Context: an optimization exercise on an open-source flow, tuned for small area, a short achievable clock period and few clock cycles. The choices shown serve that exercise and are no tape-out recipe. RTL that was checked went through simulation tests only; none was proved equivalent to the original.

==> build 11: inputs <==
// produto_escalar
module produto_escalar (
    input  logic         clk_i,
    input  logic         rst_i,
    input  logic         iniciar,
    input  logic [31:0]  a0, a1, a2, a3, a4, a5, a6, a7,
    input  logic [31:0]  b0, b1, b2, b3, b4, b5, b6, b7,
    output logic [63:0]  resultado,
    output logic         concluido
);
clock: 11.5 ns
lec_check: 0
cap_margin: 20
core_margin: 2
core_utilization: 40
slew_margin: 20
synth_hierarchical: 1
synth_minimum_keep_size: 0
run.sh (not shown) runs the stock make flow with config.mk's settings and CLKGATE_MAP_FILE= SYNTH_SCRIPT=/design/flow/synth_recipe.tcl, a recipe that flattens the netlist after the stock synthesis.
==> inputs of trial 59, as changes to build 11 <==
Settings changed: ABC_CLOCK_PERIOD_IN_PS set to 4000.
==> summary of the runs <==
- Build 11 ran to the end with no violations. Trial 59 ran to the end with no violations.
- Utilization is the same in build 11 and trial 59.
- In die area, build 11 and trial 59 do not differ.
- Sequential share of layout area is the same in build 11 and trial 59.
- Critical path depth is the same in build 11 and trial 59.
- Count of clock-buffer cells in the layout is the same in build 11 and trial 59.
- Final cell count is the same in build 11 and trial 59.
- In routed wire length, trial 59 and build 11 do not differ.
Testbench counts of build 11, summed over its fixed seeds: cycles 21,600.
Testbench counts of trial 59, summed over its fixed seeds: cycles 21,600.

========
==> v12: inputs <==
Another version of the RTL of produto_escalar (not shown whole).
export LEC_CHECK = 0
export CAP_MARGIN = 20
export CORE_MARGIN = 2
export CORE_UTILIZATION = 40
export SLEW_MARGIN = 20
export SYNTH_HIERARCHICAL = 1
export SYNTH_MINIMUM_KEEP_SIZE = 0
export BUFFER_PORTS_ARGS = -buffer_cell sky130_fd_sc_hd__buf_1
create_clock -name core_clock -period 11.5 [get_ports {clk_i}]
standard.sh (not shown) runs the stock make flow with config.mk's settings and CLKGATE_MAP_FILE= SYNTH_SCRIPT=/design/flow/synth_recipe.tcl, a recipe that flattens the netlist after the stock synthesis.
==> flow/flow/run.sh <==
#!/bin/bash
set -e
echo 'export BUFFER_PORTS_ARGS = -buffer_cell sky130_fd_sc_hd__buf_1' >> config.mk
bash standard.sh SETUP_SLACK_MARGIN=7.5 finish > standard.log 2>&1
==> v31: changes against v12 <==
==> flow/flow/run.sh (replaced) <==
#!/bin/bash
set -e
echo 'export BUFFER_PORTS_ARGS = -buffer_cell sky130_fd_sc_hd__buf_1' >> config.mk
bash standard.sh SETUP_SLACK_MARGIN=7.8 finish > standard.log 2>&1
==> metrics.cfg <==
[status]
status = finished clean

[worst_setup_path]
r2r_slack_ns = 7.41
ff2ff_path_depth = 18
cpPeakStageDelay_ns = 0.56
cp_num_buf_inv = 6
crit_path_cell_trace = buf_12, bufbuf_16, nor2b_2, fa_1, fa_1, ha_4, a21oi_2, o21ai_1, a221oi_2, buf_4, a21oi_4, buf_12, buf_4, o21ai_4, buf_12, nand2_1, a311oi_2, nor3_1

[timing]
skew_ns = 0.02146
layout_min_cycle_time_ns = 4.094

[routing]
drt-vias-per-instance = 5.670
drt_first_pass_iters = 10
drt-total-wl_um = 157300

[cells_and_area]
area_growth_pct = 16.03
multi_input_area_share = 0.6789

[global_route]
first_global_vias = 32230

Source of the figures above: v12

==> metrics.cfg <==
[synth]
yosys.area_share.xor_xnor = 0.1495
async_reset_ff_frac = 0
synth-simple-area-share = 0.1549

[timing]
skew_ns = 0.03367
layout_min_cycle_time_ns = 4.128

[worst_setup_path]
crit_path_cell_trace = buf_8, buf_12, nor2b_4, fa_1, fa_1, ha_4, a21oi_2, o21ai_2, a221o_1, a311o_2, o21ai_4, buf_6, a21oi_4, or4_1, nand3_1
cpPeakStageDelay_ns = 0.57
ff2ff_path_depth = 15
r2r_slack_ns = 7.37
cp_num_buf_inv = 3

[status]
status = finished clean

[global_route]
antenna_found_initial = 12
first_global_vias = 32310

[routing]
drt_first_pass_iters = 8
drt-total-wl_um = 159800

[place]
placedCellCount = 5573

[cells_and_area]
multi_input_area_share = 0.6614

Source of the figures above: v31

No functional check of the RTL was part of any run of this note.

==> separate check: timing with driven ports <==
No port has a modelled driver above. Below, the same layouts with a new extraction and two added sets of constraints.
Step 1 sets driving cells, clkbuf_16 on the clock port and buf_2 on the other inputs (assumed; they add their load-dependent delay and slew).
Step 2 moves the port delays by t, midway between the first and last clock arrival at a register: inputs arrive t later, outputs are due t later. That takes back most of the time a late clock gives input paths.
a / b / c = ideal ports / drivers / drivers and shift; a / b = the first two.
run | t (ns) | slack for setup (ns) | latest minus earliest clock arrival (ns) | worst slew at a driven data input, ns | pins driven straight from the clock port
build 11 | 0.581 | 2.453 / 2.491 / 1.910 | 0.029 / 0.028 | 0.19 | 1
trial 59 | 0.581 | 2.453 / 2.491 / 1.910 | 0.029 / 0.028 | 0.19 | 1
v12 | 0.653 | 7.406 / 7.406 / 7.263 | 0.021 / 0.021 | 0.14 | 1
v31 | 0.650 | 7.372 / 7.372 / 7.333 | 0.035 / 0.036 | 0.13 | 1
After both steps setup and hold are still met in every run listed.
